This design comes from an exercise in tuning for small area, a short achievable clock period and few clock cycles per item on the open sky130 flow, not from production work. Only simulation tests tie the RTL to the original design; equivalence was not proved.

==> flow/design.v (outline; a module is shown in full before it is edited, if it fits) <==
// module sram22_64x32m4w8: 20 lines
// module dot_product: 1644 lines
module dot_product #(
  parameter ADDR_WIDTH = 5,
  parameter WIDTH = 32
) (
  input clk,
  input rst,
  input [ADDR_WIDTH:0] len,
  input [WIDTH-1:0] a_data,
  input a_valid,
  output reg a_ready,
  input [WIDTH-1:0] b_data,
  input b_valid,
  output reg b_ready,
  output [WIDTH-1:0] c_data,
  output reg c_valid,
  input c_ready
);
  // ...
==> flow/flow/run.sh <==
#!/bin/bash
# Own layout flow: the standard layout (standard synthesis, floorplan,
# placement, CTS, routing) run through standard.sh, with extra make settings
# read from flow/make_args.txt (one VAR=value per line). They set how hard
# timing repair works (a setup slack margin, so that repair keeps shortening
# the critical paths after the 10 ns clock is met) and which buffer cell
# buffers the ports. The design's clock and I/O constraints are unchanged.
# make's full output goes to flow_make.log here; each ORFS step also keeps
# its own log under orfs/logs/.
set -euo pipefail
cd "$(dirname "$0")/.."
args=()
while IFS= read -r line || [[ -n "$line" ]]; do
  [[ -z "$line" || "$line" == \#* ]] && continue
  args+=("$line")
done < flow/make_args.txt
bash standard.sh "${args[@]}" finish > flow_make.log 2>&1
==> flow/flow/make_args.txt <==
SETUP_SLACK_MARGIN=6.8
BUFFER_PORTS_ARGS=-buffer_cell sky130_fd_sc_hd__buf_2
==> flow/standard.sh <==
#!/bin/bash
# synth_recipe.tcl (not shown) runs the flow's synth.tcl, then flattens the netlist and writes it again
# the make line also repeats each setting of config.mk as NAME=value (left out here)
make -C /OpenROAD-flow-scripts/flow DESIGN_CONFIG=/design/flow/config.mk WORK_HOME=/design/flow/orfs CLKGATE_MAP_FILE= SYNTH_SCRIPT=/design/flow/synth_recipe.tcl "${@:-finish}"
==> flow/config.mk <==
export PLATFORM = sky130hd
export DESIGN_NAME = dot_product
export DESIGN_NICKNAME = dot_product
export VERILOG_FILES = /design/flow/design.v
export SDC_FILE = /design/flow/constraint.sdc
export NUM_CORES = 4
export LEC_CHECK = 0
export CAP_MARGIN = 20
export CORE_MARGIN = 2
export CORE_UTILIZATION = 40
export PLACE_DENSITY = 0.6
export SLEW_MARGIN = 20
==> flow/constraint.sdc <==
create_clock -name core_clock -period 10.0 [get_ports {clk}]
set_input_delay 2.0000 -clock core_clock [delete_from_list [all_inputs] [get_ports {clk}]]
set_output_delay 2.0000 -clock core_clock [all_outputs]
set_load 0.01 [all_outputs]
==> flow_summary.ini, run 1 <==
[run_status]
status = timing/DRC/antenna clean

[synth]
synth_cells = 1790
syn-cell-area_um2 = 19200
syn_nets = 2147
syn_area_per_cell_um2 = 10.7
synth.most_common_cell = a22oi_1
synthMuxAreaShare = 0.00286
synth_warnings = 1

[sta]
hold-worst-slack_ns = 0.523
max_freq_mhz = 287
max_slew_margin = 0.384

[setup_path]
r2r-start = m_5_1
crit_arrival_ns = 3.79
cp_common_cell = fa_2
reg2reg_depth = 11
crit_path_cell_trace = fa_2 -> fa_2 -> ha_4 -> nand3_4 -> nor2_4 -> o31ai_2 -> a221o_2 -> buf_4 -> a311oi_4 -> nor3_4 -> xnor2_1
endpoint_kind = flip-flop

[layout]
comb.multi_input.count = 1226
buffer_area_frac = 0.119
reg_top3 = a_r x32, acc x32
final_layout_size_suffix_gt1_frac = 0.338
clk_share = 0.0390
clkbuf_count = 35
multi_input_area_um2 = 13400

[detailed_routing]
viasPerCell = 5.45
wl_per_cell_um = 21.8
wl_met2_mm = 26.8

[floorplan]
die_y_um = 223
ios = 110

[cts]
postCtsSetupRepairBufs = 160

[global_routing]
antenna_found_initial = 0
grt_max_degree = 49
grt.busiest_layer = met2
Testbench counts, summed over its fixed seeds: cycles 10,109, items 512.
==> run 2, diff against run 1 <==
==> flow/flow/make_args.txt (replaced) <==
SETUP_SLACK_MARGIN=6.3
BUFFER_PORTS_ARGS=-buffer_cell sky130_fd_sc_hd__buf_2
==> flow_summary.ini, run 2 <==
[place]
dp_cells = 2403
post-dp-hpwl_mm = 37.2
dp_worst_setup_slack_ns = 5.65
dpl_cell_area_um2 = 20200
place.gp.congestion = 0.906
io_buffer_count = 109

[floorplan]
core_um2 = 47500
initial_core_util = 0.404
die_y_um = 223
ios = 110
rows = 80
dieArea_um2 = 49800
die_w_um = 223

[cts]
clk_pin_slew_ns = 0.06
clockBufferDepth = 3
cts_made_buffers = 27
cts-root-buf = clkbuf_16
cts_num_sinks = 236
cts_tree = yes
clk_latency_ns = 0.57
hold_buffers = 0
htree_levels = 1

[synth]
ys_seq_elements = 236
synth_warnings = 1
yosys-top-cells-area = fa_1 (23%), edfxtp_1 (18%), dfxtp_1 (13%)
synth.top_cell.area_share = 0.227
synth_edf_count = 112
synth_cells = 1790
synth_largest_area_cell = fa_1
syn-cell-area_um2 = 19200
synth-async-reset-ratio = 0
ys_seq_area_frac = 0.304
synthDistinctLibCells = 58
syn_area_per_cell_um2 = 10.7
ys.flop_type = dfxtp_1
synth.most_common_cell = a22oi_1
syn_nets = 2147
synth_common_cells = a22oi_1 (256), fa_1 (218), xnor2_1 (213)

[layout]
n_antenna_cell = 0
final_util = 0.466
finish.instance_area_um2 = 22200
syn2layout_area_growth_pct = 15.4
finalNetCount = 2272
layout_commonest_cell = a22oi_1
final_cell_mix = a22oi_1 (247), xnor2_1 (212), fa_1 (212)
fill_cells = 4357
reg_top3 = a_r x32, acc x32
final_layout_size_suffix_gt1_frac = 0.169
final_cells = 2551

[sta]
tns_ns = 0
max_freq_mhz = 272
max_slew_margin = 0.429
tightest_slew_ns = 0.855
rsz0062_at_grt = yes
period_needed_ns = 3.67
hold_viol = 0
worst_slack_ns = 6.33
fin_crit_sh = 0.367
final-setup-viol-count = 0
skew_ns = 0.0145
hold-worst-slack_ns = 0.507
slew_viol_final = 0

[global_routing]
grt_usage = 0.210
grt_use_met3 = 0.0312
grt_pass1_vias = 14200
antenna_found_initial = 0
grt_pass1_wl_mm = 82.1
grt_util_met1 = 0.291
grt.busiest_layer = met2
use_met2 = 0.326
grt_overflow = 0
grt_max_degree = 49

[detailed_routing]
drt_first_pass_iters = 5
drc_errors = 0
wl_per_cell_um = 20.9
drt-initial-drc-count = 1100
ant_nets = 0
drt_wl_total_mm = 53.2
vias = 13900
viasPerCell = 5.46

[setup_path]
cp_max_fo = 6
cp_common_cell = fa_1
max_stage_delay_ns = 0.61
critPathKind = flip-flop to flip-flop
endpoint_kind = flip-flop
startpoint_type = flip-flop
crit_family = adder cells
crit_buf_inv = 1
critPathSlowestCell = fa_1
crit_path_cell_trace = fa_1 -> fa_1 -> ha_4 -> a21o_1 -> a21o_2 -> nor3_1 -> a221o_2 -> buf_4 -> a21oi_1 -> or4_1 -> o211ai_1
required_ns = 10.40
crit_arrival_ns = 4.07

[run_status]
status = timing/DRC/antenna clean

[hold_path]
hp-class = flip-flop to flip-flop

[flow_run]
max_cap_viol_count = 0
[run 2: cell count changes in the layout (fill, tap and decap cells not counted), sizes merged]
cell | previous run | this run
bufinv | 2 | 3
clkbuf | 35 | 37
inv | 191 | 188
clkinvlp | 3 | 1
buf | 329 | 235
clkinv | 8 | 10
bufbuf | 7 | 0
[run 2: final timing paths]
path / startpoint / end / slack (ns) / cells after the start
min: b_neg[15] / m_31_6 / 0.51 / 2
max reg2reg: m_8_0 / acc[29] / 6.33 / 11
min reg2reg: b_neg[15] / m_31_6 / 0.51 / 2
max: m_8_0 / acc[29] / 6.33 / 11
[run 2: layer usage]
layer / up-vias / share of wire
met5: - / 0
met3: 141 / 0.068
met4: 0 / 0.049
met2: 601 / 0.44
met1: 6905 / 0.44
li1: 6276 / -
[run 2: cell families after synthesis]
| group | count (synthesis) | share of synthesized area |
|---|---|---|
| AOI/OAI and AO/OA | 383 | 0.143 |
| muxes | 5 | 0.00286 |
| DFF | 236 | 0.304 |
| xor gates and xnor gates | 355 | 0.162 |
| buffers and inverters | 328 | 0.0643 |
| and+or+nand+nor | 201 | 0.0549 |
| adders and majority gates | 282 | 0.269 |
[run 2: layout make-up]
type	count	area (um^2)	area share
inverters	187	707	0.0319
clock buffers	35	737	0.0332
multi-input cells	1226	12300	0.555
clock inverters	15	163	0.00733
flip-flops and latches	236	5850	0.264
repair buffers	237	1640	0.0739
well taps	615	769	0.0347
[run 2: worst register-to-register path, cell delays in order, from the launching register on]
cell	delay, ns
dfxtp_1	0.31
fa_1	0.52
fa_1	0.61
ha_4	0.23
a21o_1	0.19
a21o_2	0.24
nor3_1	0.20
a221o_2	0.34
buf_4	0.16
a21oi_1	0.09
or4_1	0.51
o211ai_1	0.11
[run 2: repair_timing]
action	4_1_cts	5_1_grt
buffers inserted	40	56
pin swaps	2	13
gates cloned	0	2
gates resized for setup	11	42
setup endpoints to repair	36	17
==> run 3, diff against run 2 <==
==> flow/flow/make_args.txt (replaced) <==
SETUP_SLACK_MARGIN=6.0
BUFFER_PORTS_ARGS=-buffer_cell sky130_fd_sc_hd__buf_2
==> flow_summary.ini, run 3 <==
[floorplan]
die_w_um = 223
core_um2 = 47500
die_y_um = 223
dieArea_um2 = 49800
rows = 80
initial_core_util = 0.404
ios = 110

[setup_path]
cp_max_fo = 14
critPathKind = flip-flop to flip-flop
crit_arrival_ns = 4.29
required_ns = 10.45
endpoint_kind = flip-flop
startpoint_type = flip-flop

[global_routing]
grt_util_met1 = 0.283
antenna_found_initial = 1
grt_pass1_wl_mm = 81.4
grt_pass1_vias = 14100
grt.busiest_layer = met2
grt_usage = 0.208
grt_overflow = 0
grt_use_met3 = 0.0287
grt_max_degree = 49
use_met2 = 0.334

[synth]
synth_cells = 1790
synthDistinctLibCells = 58
synth_largest_area_cell = fa_1
syn_nets = 2147
synth_common_cells = a22oi_1 (256), fa_1 (218), xnor2_1 (213)
ys.flop_type = dfxtp_1
synth-async-reset-ratio = 0
syn_area_per_cell_um2 = 10.7
synth.most_common_cell = a22oi_1
yosys-top-cells-area = fa_1 (23%), edfxtp_1 (18%), dfxtp_1 (13%)
syn-cell-area_um2 = 19200
ys_seq_area_frac = 0.304
synth_warnings = 1
synth.top_cell.area_share = 0.227
synth_edf_count = 112
ys_seq_elements = 236

[sta]
final-setup-viol-count = 0
tns_ns = 0
period_needed_ns = 3.83
tightest_slew_ns = 0.881
hold_viol = 0
skew_ns = 0.0268
max_freq_mhz = 261
rsz0062_at_grt = no
fin_crit_sh = 0.383
max_slew_margin = 0.413
slew_viol_final = 0

[run_status]
status = timing/DRC/antenna clean

[layout]
final_util = 0.456
final_cells = 2503
final_cell_mix = a22oi_1 (255), fa_1 (218), xnor2_1 (213)
layout_commonest_cell = a22oi_1
final_layout_size_suffix_gt1_frac = 0.135
n_antenna_cell = 0
finish.instance_area_um2 = 21700
reg_top3 = a_r x32, acc x32
finalNetCount = 2224
syn2layout_area_growth_pct = 12.9

[detailed_routing]
ant_nets = 0
drc_errors = 0
vias = 13700
drt_wl_total_mm = 51.7
viasPerCell = 5.46
drt-initial-drc-count = 1144
wl_per_cell_um = 20.6
drt_first_pass_iters = 6

[cts]
cts-root-buf = clkbuf_16
cts_made_buffers = 27
cts_tree = yes
clockBufferDepth = 3
cts_num_sinks = 236
clk_latency_ns = 0.58
htree_levels = 1
clk_pin_slew_ns = 0.06
hold_buffers = 0

[flow_run]
max_cap_viol_count = 0

[place]
post-dp-hpwl_mm = 37.6
io_buffer_count = 109
dp_cells = 2402
dpl_cell_area_um2 = 20200
place.gp.congestion = 0.925

[hold_path]
hp-class = flip-flop to flip-flop
-- run 3: cell counts after synthesis --
Identical to the previous run, type by type.
-- run 3: per-stage QoR --
| step | hold slack, ns | setup slack [ns] |
|---|---|---|
| 6_report | 0.515 | 6.17 |
| 2_1_floorplan | 0.346 | 6.09 |
| 3_5_place_dp | 0.502 | 5.64 |
| 4_1_cts | 0.521 | 6.00 |
| 5_1_grt | 0.538 | 5.99 |
| 3_3_place_gp | 0.492 | 5.71 |
-- run 3: area by class of cell --
| cell class | instances | area (um^2) |
|---|---|---|
| fillers | 4375 | 25800 |
| multi-input cells | 1226 | 12200 |
| repair buffers | 189 | 1220 |
| flip-flops and latches | 236 | 5850 |
| inverters | 187 | 707 |
| clock inverters | 13 | 180 |
| well taps | 615 | 769 |
| clock buffers | 37 | 810 |
-- run 3: path summary, 6_finish.rpt --
kind,slack (ns),startpoint,depth (start not counted),end
worst max-delay path,6.17,b_one[9],9,m_30_2
worst min-delay path,0.51,b_neg[15],2,m_31_6
worst max register to register,6.17,b_one[9],9,m_30_2
worst min register to register,0.51,b_neg[15],2,m_31_6
-- run 3: worst max-delay path, cell delays in order, from the launching register on --
cell,delay [ns]
edfxtp_1,0.78
a22oi_1,0.21
xor2_1,0.22
fa_1,0.48
fa_1,0.43
fa_1,0.43
fa_1,0.46
fa_1,0.43
inv_1,0.06
ha_1,0.22
-- run 3: logic make-up (layout without fill, tap and decap cells) --
| logic type | count (synthesis) | in the layout | share of synthesized area |
|---|---|---|---|
| compound gates | 383 | 383 | 0.143 |
| xor+xnor | 355 | 355 | 0.162 |
| fa+ha+maj | 282 | 282 | 0.269 |
| buf+inv | 328 | 426 | 0.0643 |
| flops | 236 | 236 | 0.304 |
| mux | 5 | 5 | 0.00286 |
| simple gates | 201 | 201 | 0.0549 |
-- run 3: routing by layer --
layer  vias to the layer above  share of wire
met1                      6789           0.43
met5                         -        0.00017
met4                         2          0.043
met2                       566           0.46
met3                       126          0.069
li1                       6173              -
-- run 3: repair_timing --
item,in CTS,in global routing
resized for setup,2,5
pin swaps,0,1
setup buffers,7,44
setup endpoints to repair,11,7
==> run 4, diff against run 3 <==
==> flow/flow/make_args.txt (replaced) <==
SETUP_SLACK_MARGIN=6.6
BUFFER_PORTS_ARGS=-buffer_cell sky130_fd_sc_hd__buf_2
==> flow_summary.ini, run 4 <==
[layout]
reg_top3 = a_r x32, acc x32
finalNetCount = 2352
final_layout_size_suffix_gt1_frac = 0.261
final_cell_mix = a22oi_1 (223), xnor2_1 (205), fa_1 (172)
layout_commonest_cell = a22oi_1
n_antenna_cell = 0
finish.instance_area_um2 = 23500
syn2layout_area_growth_pct = 22.0

[synth]
synth_cells = 1790
yosys-top-cells-area = fa_1 (23%), edfxtp_1 (18%), dfxtp_1 (13%)
synth-async-reset-ratio = 0
synth_common_cells = a22oi_1 (256), fa_1 (218), xnor2_1 (213)
synthDistinctLibCells = 58
synth_warnings = 1
synth.most_common_cell = a22oi_1
synth.top_cell.area_share = 0.227
synth_edf_count = 112
synth_largest_area_cell = fa_1
ys_seq_area_frac = 0.304
syn_area_per_cell_um2 = 10.7
ys.flop_type = dfxtp_1
syn-cell-area_um2 = 19200
syn_nets = 2147
ys_seq_elements = 236

[detailed_routing]
drc_errors = 0
drt_first_pass_iters = 6
ant_nets = 0
drt-initial-drc-count = 1282
viasPerCell = 5.48
wl_per_cell_um = 21.2
drt_wl_total_mm = 55.7
vias = 14400

[sta]
skew_ns = 0.0367
hold-worst-slack_ns = 0.519
max_slew_margin = 0.325
hold_viol = 0
rsz0062_at_grt = yes
worst_slack_ns = 6.47
fin_crit_sh = 0.353
tightest_slew_ns = 0.987
max_freq_mhz = 283
period_needed_ns = 3.53
slew_viol_final = 0
tns_ns = 0
final-setup-viol-count = 0

[global_routing]
grt_usage = 0.223
antenna_found_initial = 0
grt_pass1_vias = 14900
grt_max_degree = 49
grt_overflow = 0
grt_pass1_wl_mm = 86.4

[cts]
htree_levels = 1
clockBufferDepth = 3
cts-root-buf = clkbuf_16
cts_made_buffers = 26
hold_buffers = 0
clk_pin_slew_ns = 0.07
cts_num_sinks = 236
clk_latency_ns = 0.58
cts_tree = yes

[floorplan]
die_w_um = 223
initial_core_util = 0.404
ios = 110
dieArea_um2 = 49800
die_y_um = 223
core_um2 = 47500
rows = 80

[place]
dp_worst_setup_slack_ns = 5.75
post-dp-hpwl_mm = 37.7
dpl_cell_area_um2 = 20200
io_buffer_count = 109
place.gp.congestion = 0.915

[setup_path]
required_ns = 10.32
crit_path_cell_trace = fa_2 -> fa_1 -> ha_4 -> a21oi_2 -> and2b_2 -> nor3_2 -> a221o_2 -> o31ai_4 -> a2111oi_2 -> a311o_1
cp_max_fo = 7
crit_arrival_ns = 3.85
reg2reg_depth = 10
max_stage_delay_ns = 0.60
startpoint_type = flip-flop
endpoint_kind = flip-flop
critPathKind = flip-flop to flip-flop
critPathSlowestCell = fa_2

[run_status]
status = timing/DRC/antenna clean

[hold_path]
whs_path_depth = 2
hp-class = flip-flop to flip-flop

[flow_run]
max_cap_viol_count = 0
[run 4: cell types whose count changed in the layout (fill, tap and decap cells not counted), moves of 7 or more]
| cell | before | now |
|---|---|---|
| inv_2 | 0 | 19 |
| fa_2 | 0 | 46 |
| buf_6 | 3 | 31 |
| inv_1 | 185 | 166 |
| buf_4 | 71 | 160 |
| ha_4 | 0 | 11 |
| ha_1 | 64 | 49 |
| xnor2_2 | 0 | 8 |
| buf_12 | 4 | 11 |
| xnor2_1 | 213 | 205 |
| fa_1 | 218 | 172 |
| a22oi_1 | 255 | 223 |
| a22oi_2 | 1 | 33 |
[run 4: final timing paths]
check	to	start	slack, ns
setup reg to reg	acc[19]	m_6_2	6.47
setup / recovery	acc[19]	m_6_2	6.47
hold reg to reg	m_31_6	b_neg[15]	0.52
hold / removal	m_31_6	b_neg[15]	0.52
[run 4: per-layer routing]
| metal | GRT usage | part of all wire | vias up | routed length (um) |
|---|---|---|---|---|
| met5 | 0 | 0 | - | 0 |
| met4 | 0.0896 | 0.041 | 0 | 2290 |
| li1 | - | - | 6439 | - |
| met3 | 0.0344 | 0.075 | 106 | 4180 |
| met2 | 0.355 | 0.46 | 649 | 25500 |
| met1 | 0.305 | 0.43 | 7222 | 23700 |
[run 4: cells by family (layout without fill, tap and decap cells)]
kind of cell | count (synthesis) | count (layout) | synth area share
xor gates and xnor gates | 355 | 355 | 0.162
DFF | 236 | 236 | 0.304
AOI/OAI and AO/OA | 383 | 383 | 0.143
buffers and inverters | 328 | 553 | 0.0643
muxes | 5 | 5 | 0.00286
adders and majority gates | 282 | 282 | 0.269
and+or+nand+nor | 201 | 201 | 0.0549
[run 4: timing repair]
action | in CTS | in global routing
buffers inserted | 148 | 31
cloned | 4 | 0
gates resized for setup | 92 | 106
pin swaps | 57 | 68
endpoints found under the setup margin | 52 | 37
[run 4: through the flow]
stage	util	instances
3_3_place_gp	0.426	2399
3_5_place_dp	0.426	2399
5_1_grt	0.493	2630
2_1_floorplan	-	1790
4_1_cts	0.479	2599
6_report	0.493	2630
[run 4: worst max-delay path, delay by kind of cell, from the launching register on]
kind	cells	cell delay, ns
flops	1	0.34
simple gates	2	0.27
compound gates	5	1.26
fa+ha+maj	3	1.39
[run 4: final cells by class]
| cell class | count | area [um^2] |
|---|---|---|
| multi-input cells | 1226 | 12800 |
| well taps | 615 | 769 |
| flip-flops and latches | 236 | 5850 |
| repair buffers | 318 | 2490 |
| clock inverters | 15 | 141 |
| clock buffers | 33 | 687 |
| inverters | 187 | 718 |
| fillers | 4144 | 24100 |
==> run 5, diff against run 4 <==
--- a/flow/config.mk
+++ b/flow/config.mk
@@ -7,6 +7,6 @@
 export LEC_CHECK = 0
 export CAP_MARGIN = 20
 export CORE_MARGIN = 2
-export CORE_UTILIZATION = 40
-export PLACE_DENSITY = 0.6
+export CORE_UTILIZATION = 55
+export PLACE_DENSITY = 0.7
 export SLEW_MARGIN = 20
==> flow_summary.ini, run 5 <==
[synth]
synth_common_cells = a22oi_1 (256), fa_1 (218), xnor2_1 (213)
ys.flop_type = dfxtp_1
synth_edf_count = 112
synthDistinctLibCells = 58
synth.top_cell.area_share = 0.227
ys_seq_area_frac = 0.304
syn-cell-area_um2 = 19200
ys_seq_elements = 236
syn_nets = 2147
synth_cells = 1790
syn_area_per_cell_um2 = 10.7
synth_warnings = 1
synth-async-reset-ratio = 0
yosys-top-cells-area = fa_1 (23%), edfxtp_1 (18%), dfxtp_1 (13%)
synth.most_common_cell = a22oi_1
synth_largest_area_cell = fa_1

[layout]
finalNetCount = 2379
reg_top3 = a_r x32, acc x32
multi_input_area_um2 = 12800
syn2layout_area_growth_pct = 22.8
layout_commonest_cell = a22oi_1
final_cell_mix = a22oi_1 (210), xnor2_1 (207), fa_1 (184)
ff_latch_area_um2 = 5850
fill_cells = 2474
n_antenna_cell = 0
final_util = 0.685
final_layout_size_suffix_gt1_frac = 0.271

[floorplan]
core_um2 = 34500
initial_core_util = 0.558
die_w_um = 191
dieArea_um2 = 36500
rows = 68
ios = 110
die_y_um = 191

[sta]
tns_ns = 0
max_slew_margin = 0.244
final-setup-viol-count = 0
slew_viol_final = 0
max_freq_mhz = 284
skew_ns = 0.0291
worst_slack_ns = 6.47
tightest_slew_ns = 1.11
rsz0062_at_grt = yes
period_needed_ns = 3.53
hold_viol = 0
fin_crit_sh = 0.353
hold-worst-slack_ns = 0.514

[cts]
clk_pin_slew_ns = 0.06
clockBufferDepth = 3
cts_made_buffers = 26
cts_tree = yes
cts-root-buf = clkbuf_16
clk_latency_ns = 0.56
cts_num_sinks = 236
htree_levels = 1
hold_buffers = 0

[detailed_routing]
wl_per_cell_um = 23.2
vias = 15000
viasPerCell = 6.01
drt_first_pass_iters = 7
drt_wl_total_mm = 57.9
drt-initial-drc-count = 1831
drc_errors = 0
ant_nets = 0

[global_routing]
grt_pass1_vias = 15400
grt_pass1_wl_mm = 87.2
grt_overflow = 0
antenna_found_initial = 0
grt_usage = 0.312
grt_max_degree = 49

[place]
dp_worst_setup_slack_ns = 5.75
io_buffer_count = 109
place.gp.congestion = 0.940
post-dp-hpwl_mm = 35.5

[hold_path]
hp-class = flip-flop to flip-flop

[setup_path]
cp_max_fo = 8
endpoint_kind = flip-flop
crit_arrival_ns = 3.98
required_ns = 10.46
startpoint_type = flip-flop
critPathKind = flip-flop to flip-flop

[flow_run]
max_cap_viol_count = 0

[run_status]
status = timing/DRC/antenna clean
run 5: cell counts after synthesis:
No cell type changed its count.
run 5: kinds of logic (layout without fill, tap and decap cells):
kind of cell | after synthesis | after routing | synth area share
AO/OA/AOI/OAI | 383 | 383 | 0.143
XOR/XNOR | 355 | 355 | 0.162
buffers and inverters | 328 | 580 | 0.0643
adder cells (fa/ha/maj) | 282 | 282 | 0.269
flip-flops | 236 | 236 | 0.304
AND/OR/NAND/NOR | 201 | 201 | 0.0549
multiplexers | 5 | 5 | 0.00286
run 5: repair_timing:
item	4_1_cts	5_1_grt
resized for setup	89	113
setup endpoints to repair	60	34
gates cloned	5	1
pin swaps	60	76
buffers inserted	169	39
run 5: layout make-up:
type,count,share of cell area
Clock inverter,11,0.00408
Clock buffer,37,0.0320
Inverter,187,0.0301
Multi-Input combinational cell,1226,0.543
Timing Repair Buffer,345,0.119
Sequential cell,236,0.248
Tap cell,455,0.0241
run 5: worst max-delay path: stages, from the launching register on:
cell      delay, ns
edfxtp_1       0.41
buf_4          0.21
a22oi_1        0.40
xnor2_1        0.16
fa_1           0.46
fa_2           0.38
fa_2           0.40
fa_2           0.54
inv_1          0.05
ha_2           0.19
ha_4           0.23
run 5: metrics by stage:
stage / instance area [um^2] / instances
2_1_floorplan: 19400 / 1790
3_3_place_gp: 20000 / 2234
3_5_place_dp: 20000 / 2235
4_1_cts: 22800 / 2457
5_1_grt: 23600 / 2497
6_report: 23600 / 2497
run 5: worst paths after layout:
| check | startpoint | endpoint | slack, ns | cells after the start |
|---|---|---|---|---|
| min reg2reg | b_neg[15] | m_31_6 | 0.51 | 2 |
| max | b_one[5] | m_29_2 | 6.47 | 10 |
| min | b_neg[15] | m_31_6 | 0.51 | 2 |
| max reg2reg | b_one[5] | m_29_2 | 6.47 | 10 |
run 5: routing by layer:
layer  global-route usage  share of wire
met1                0.415           0.39
met2                0.482           0.45
met3               0.0622          0.097
met4                0.166          0.063
met5                    0              0

==> afterwards: timing with drivers on the ports <==
Ports are ideal in the flow. The routed layouts listed here were re-timed in OpenROAD. Step 1: set_driving_cell puts a clkbuf_16 on clk and a buf_2 on each other input, an assumption about the parent block. Step 2, shift: input delay + t, output delay - t, t = (earliest + latest rising clock arrival at the registers) / 2. This alone moves slack from input paths to output paths. a / b / c = no drivers / after step 1 / after step 2; a / b = the first two.
run | t, ns | setup slack, ns | worst data-port slew with drivers (ns)
run 1 | 0.617 | 6.520 / 6.520 / 6.520 | 0.05
run 2 | 0.609 | 6.326 / 6.326 / 6.326 | 0.05
run 3 | 0.621 | 6.167 / 6.167 / 6.167 | 0.04
run 4 | 0.621 | 6.466 / 6.466 / 6.466 | 0.05
run 5 | 0.604 | 6.473 / 6.473 / 6.473 | 0.04
After both steps every run listed still meets setup and hold.
